This design comes from an exercise in tuning for small area, a short achievable clock period and few clock cycles per item on the open sky130 flow, not from production work. The RTL was checked by simulation tests, not by an equivalence proof against the original design.

==> flow/design.v (outline; a module is shown in full before it is edited, if it fits) <==
// module cheb_fa: 4 lines
// module cheb_sel3: 3 lines
// module cheb_ha: 4 lines
// module cheb_bpp: 3 lines
// module cheb_bppn: 3 lines
// module cheb_mac2: 324 lines
// module cheb_mac1: 532 lines
// module cheb_mac0: 524 lines
// module cheb_dsub: 115 lines
// module cheb_accadd: 175 lines
// module cheb_cpa16: 75 lines
// module cheb_cpa25: 117 lines
// module layer: 205 lines
module layer #(
    parameter integer WIDTH     = 16,
    parameter integer ACC_WIDTH = 22
)(
    input  logic              clk,
    input  logic              rst_n,
    input  logic              start,
    input  logic signed [WIDTH-1:0] x_in,
    output logic              ready,
    output logic              debug_bit,
    output logic signed [WIDTH-1:0]     y_out,
    output logic signed [ACC_WIDTH-1:0] acc_out
);
  // ...
==> flow/flow/run.sh <==
#!/bin/bash
# The standard layout (the standard.sh), in three parts:
#  1. the standard synthesis;
#  3. the rest of the standard flow, with timing repair aimed at a setup
#     slack margin of 6.6 ns and free to resize cells across footprints, so
#     that it buffers and sizes up what the critical paths need. The SDC,
#     clock period and I/O constraints are unchanged.
set -euo pipefail
bash standard.sh synth > synth.log 2>&1
openroad -no_init -exit flow/presize.tcl > presize.log 2>&1
bash standard.sh SETUP_SLACK_MARGIN=6.6 MATCH_CELL_FOOTPRINT=0 finish > standard.log 2>&1
==> flow/flow/presize.tcl <==
# After the standard synthesis, before the standard floorplan:
#  - take out the buffers ABC put in (the layout's repair buffers what it needs);
#  - give flip-flops that drive many loads a stronger drive (same cell type,
#    dfxtp_1 -> dfxtp_2 or dfxtp_4).
set odb orfs/results/sky130hd/layer/base/1_synth.odb
read_db $odb
read_liberty $::env(FLOW_HOME)/platforms/sky130hd/lib/sky130_fd_sc_hd__tt_025C_1v80.lib
remove_buffers
set db [ord::get_db]
set block [ord::get_db_block]
set aoi1 [$db findMaster sky130_fd_sc_hd__a22oi_1]
set ff2 [$db findMaster sky130_fd_sc_hd__dfxtp_2]
set ff4 [$db findMaster sky130_fd_sc_hd__dfxtp_4]
set n 0
set f2 0
set f4 0
foreach inst [$block getInsts] {
  set m [[$inst getMaster] getName]
  if {$m eq "sky130_fd_sc_hd__a22oi_2"} {
    $inst swapMaster $aoi1
    incr n
  } elseif {$m eq "sky130_fd_sc_hd__dfxtp_1"} {
    set q [$inst findITerm Q]
    set net [$q getNet]
    if {$net eq "NULL"} { continue }
    set loads [expr {[llength [$net getITerms]] - 1 + [llength [$net getBTerms]]}]
    if {$loads >= 12} {
      $inst swapMaster $ff4
      incr f4
    } elseif {$loads >= 6} {
      $inst swapMaster $ff2
      incr f2
    }
  }
}
puts "a22oi_2 -> a22oi_1: $n; dfxtp_1 -> dfxtp_2: $f2, -> dfxtp_4: $f4"
write_db $odb
==> flow/standard.sh <==
#!/bin/bash
# synth_recipe.tcl (not shown) runs the flow's synth.tcl, then flattens the netlist and writes it again
# the make line also repeats each setting of config.mk as NAME=value (left out here)
make -C /OpenROAD-flow-scripts/flow DESIGN_CONFIG=/design/flow/config.mk WORK_HOME=/design/flow/orfs CLKGATE_MAP_FILE= SYNTH_SCRIPT=/design/flow/synth_recipe.tcl "${@:-finish}"
==> flow/config.mk <==
export PLATFORM = sky130hd
export DESIGN_NAME = layer
export DESIGN_NICKNAME = layer
export VERILOG_FILES = /design/flow/design.v
export SDC_FILE = /design/flow/constraint.sdc
export NUM_CORES = 4
export LEC_CHECK = 0
export CAP_MARGIN = 20
export CORE_MARGIN = 2
export CORE_UTILIZATION = 40
export CTS_BUF_LIST = sky130_fd_sc_hd__clkbuf_4 sky130_fd_sc_hd__clkbuf_8
export SLEW_MARGIN = 20
export SYNTH_HIERARCHICAL = 1
export SYNTH_MINIMUM_KEEP_SIZE = 0
==> flow/constraint.sdc <==
create_clock -name core_clock -period 10.0 [get_ports {clk}]
set_input_delay 2.0000 -clock core_clock [delete_from_list [all_inputs] [get_ports {clk}]]
set_output_delay 2.0000 -clock core_clock [all_outputs]
set_load 0.01 [all_outputs]
==> notes.md, run 1 <==
status no timing/DRC/antenna violations; Tmin final 3.254 ns; most frequent cells in the layout xnor2_1 (372), a22oi_1 (316), fa_1 (284), dfxtp_1 (267), ha_1 (172); crit-path max FO 6; CTS tree built; post-layout util 0.4552; most used routing layer met2; Tap Count 864; Critical R2R Capture u[19]; RSZ-0062 raised after global routing false; crit-path cells fa_1 > ha_2 > fa_2 > a211oi_4 > o211ai_2 > a31oi_4 > o21ai_2 > a21o_1 > ha_4 > mux2i_1 > o21ai_1 > and2_1; post-CTS setup buffers 1; Peak Freq 307.4 MHz; antenna-violating nets left 0; buffers outside the clock class 62; DR WL/cell 18.32 um; First-pass DRT Iterations 6; Hold Buf Count CTS 0; placed cell areas 28,060 um2; worst reg2reg startpoint b0s[0]; die area 68,030 um2; non-clock buffer share of cell area 0.02383; Avg Cell Area, Syn 11.68 um2; Worst Path Required 10.52 ns; total global routing overflow 0; Layout Nets 2,873; met2 wire len 30,240 um; Slew HR 0.3041; GRT met2 Usage 0.3204; global-route wire length before repair 99,300 um; sequential share of cell area 0.2949; WP buf/inv 0; total CTS buffers 73; grt met3 use 0.03846; H-tree Lvls 3; Slew @ Worst Pin 1.039 ns; CTS max path bufs 3; setup tns final 0 ns; Max Slew Vio Count 0; Seq Cell Count 415; Ant. Diodes 1; Initial Util 0.4027
Testbench counts, summed over its fixed seeds: cycles 8,840, items 384.
==> inputs of run 2 (changes only) <==
==> flow/flow/run.sh (replaced) <==
#!/bin/bash
# The standard layout (the standard.sh), in three parts:
#  1. the standard synthesis;
#  3. the rest of the standard flow, with timing repair aimed at a setup
#     slack margin of 6.8 ns and free to resize cells across footprints, so
#     that it buffers and sizes up what the critical paths need. The SDC,
#     clock period and I/O constraints are unchanged.
set -euo pipefail
bash standard.sh synth > synth.log 2>&1
openroad -no_init -exit flow/presize.tcl > presize.log 2>&1
bash standard.sh SETUP_SLACK_MARGIN=6.8 MATCH_CELL_FOOTPRINT=0 finish > standard.log 2>&1
==> run 2 against run 1 <==
  * Area after synthesis unchanged
  * Via count about the same
==> notes.md, run 2 <==
CTS tree built (unchanged); total global routing overflow 0 (unchanged); Worst path slowest cell dfrtp_1 (was fa_1); status no timing/DRC/antenna violations (unchanged); most frequent cells in the layout xnor2_1 (372), a22oi_1 (316), fa_1 (284), dfxtp_1 (266), ha_1 (171) (was xnor2_1 (372), a22oi_1 (316), fa_1 (284), dfxtp_1 (267), ha_1 (172)); Initial Util 0.4027 (unchanged); Vias 17,722 (was 17,737); Fin Hold WS 0.3107 ns (was 0.3225 ns); CTS max path bufs 3 (unchanged); Worst Skew 0.04419 ns (was 0.04079 ns); initial antenna violation count 1 (unchanged); layout cells sized above 1 0.1280 (was 0.1242); Tmin final 3.131 ns (was 3.254 ns); period utilisation layout 0.3131 (was 0.3254); Sink Count 415 (unchanged); Slew HR 0.2380 (was 0.3041); Worst setup SP type flip-flop (unchanged); Yosys Warn Count 8 (unchanged); final worst slack 6.869 ns (was 6.746 ns); Fillers 6,027 (was 5,978); IO buf count 58 (unchanged); Die X 260.8 um (unchanged); Synth Cell Area 26,380 um2 (unchanged); Avg Cell Area, Syn 11.68 um2 (unchanged); die area 68,030 um2 (unchanged); chip height 260.8 um (unchanged); MaxCap Viol Count 0 (unchanged); vias in the first global route 19,192 (was 19,206); core area 65,510 um2 (unchanged); Ports 59 (unchanged); final wirelength 61,370 um (was 60,830 um); total CTS buffers 72 (was 73); # setup viols final 0 (unchanged); setup tns final 0 ns (unchanged); Worst Path Required 8.00 ns (was 10.52 ns); most common cell after layout, fill and taps aside xnor2_1 (unchanged); clk slew on worst S/H paths 0.07 ns (was 0.05 ns); Hold Buf Count CTS 0 (unchanged); Slew @ Worst Pin 1.138 ns (was 1.039 ns); placed cell areas 28,070 um2 (was 28,060 um2); Peak Freq 319.3 MHz (was 307.4 MHz); crit-path max FO 1 (was 6); Max Slew Vio Count 0 (unchanged); Synthesized Nets 2,736 (unchanged); H-tree Lvls 3 (unchanged); global-route wire length before repair 100,400 um (was 99,300 um); Clk Latency, worst-skew pair 0.67 ns (was 0.68 ns); 1st-iter DRT viols 1,015 (was 1,043); Root Driver clkbuf_8 (unchanged); RSZ-0062 raised after global routing true (was false); Critical Path End Type output port (was flip-flop); WP buf/inv 1 (was 0); final hold violations 0 (unchanged); First-pass DRT Iterations 6 (unchanged); Worst Path Arrival 1.13 ns (was 3.77 ns); Largest regs a2 x25, b2s x25 (unchanged); DRC Markers 0 (unchanged); row cnt 94 (unchanged); crit-path cells clkbuf_2 (was fa_1 > ha_2 > fa_2 > a211oi_4 > o211ai_2 > a31oi_4 > o21ai_2 > a21o_1 > ha_4 > mux2i_1 > o21ai_1 > and2_1); antenna-violating nets left 0 (unchanged); slowest cell delay on critical path 0.36 ns (was 0.48 ns); cells after synthesis 2,258 (unchanged); min-delay worst type flip-flop to flip-flop (unchanged); worst setup path category flip-flop to output port (was flip-flop to flip-flop); largest net degree at the start of global routing 38 (unchanged); gp weighted congestion 0.8788 (was 0.8654); Place WS 6.408 ns (was 6.238 ns); final instance area 29,800 um2 (was 29,820 um2); gr usage total 0.1847 (was 0.1830); Post-DP HPWL 43,780 um (was 43,830 um); Top Family by Delay on Critical Path flip-flops (was adder cells); vias per cell 5.341 (was 5.342); DR WL/cell 18.50 um (was 18.32 um); Area Overhead vs Synth 12.96% (was 13.04%); Layout Nets 2,872 (was 2,873)
## run 2: layout make-up
class	count	area [um2]	share of cell area
multi-input cells	1732	17230	0.5783
flip-flops and latches	415	8795	0.2951
clock buffers	107	1348	0.04522
well taps	864	1081	0.03628
repair buffers	62	673.1	0.02259
inverters	111	416.7	0.01398
clock inverters	26	252.7	0.008481
diodes	1	2.502	0.00008397
## run 2: what timing repair did
item,in CTS,in global routing
hold endpoints to repair,0,0
pin swaps,8,5
setup endpoints to repair,46,16
gates resized for setup,50,7
setup buffers,1,1
## run 2: final timing paths
kind                       startpoint     end  slack [ns]  depth (start not counted)
min in group asynchronous       rst_n  active        1.75                          1
min                            e3[20]  e4[20]        0.31                          0
max                             ready   ready        6.87                          1
max in group asynchronous       rst_n   ready        7.77                          1
max reg2reg                      u[0]   u[18]        6.89                         12
min reg2reg                    e3[20]  e4[20]        0.31                          0
## run 2: per-stage QoR
stage,instances,util
after floorplan,2258,-
after CTS,3316,0.4544
final,3318,0.4549
after global placement,3182,0.4284
after global routing,3318,0.4549
after detailed placement,3182,0.4284
## run 2: layer usage
layer	routed length [um]	up-vias	GRT usage
li1	-	8210	-
met1	25530	8815	0.2240
met2	30640	558	0.3190
met3	3296	139	0.03293
met4	1903	0	0.08333
met5	0	-	0

## port drivers added, routing unchanged
The results above use ideal ports. As a check the final layouts listed here were re-extracted and re-timed, cells and wires unchanged.
Step 1: set_driving_cell puts a clkbuf_16 on clk and a buf_2 on each other input, an assumption about the parent block.
Step 2 adds t to the input delays and takes it off the output delays; t is the mean of the earliest and latest rising clock arrival at the registers after step 1. Input paths then give back, and output paths get back, about the clock's delay inside the block.
Three values: no drivers, after step 1, after step 2; two values: the first two.
run | t, ns | setup WS [ns] | worst hold slack (ns) | latest minus earliest clock arrival (ns) | worst data-port slew with drivers (ns)
run 1 | 0.705 | 6.746 / 6.746 / 6.306 | 0.323 / 0.323 / 0.323 | 0.050 / 0.050 | 0.03
run 2 | 0.705 | 6.869 / 6.816 / 6.366 | 0.311 / 0.311 / 0.311 | 0.046 / 0.046 | 0.04
After both steps setup and hold are still met in every run listed. For run 2, which loses most, drivers alone change the setup slack by -0.053 ns; drivers and shift together by -0.503 ns.
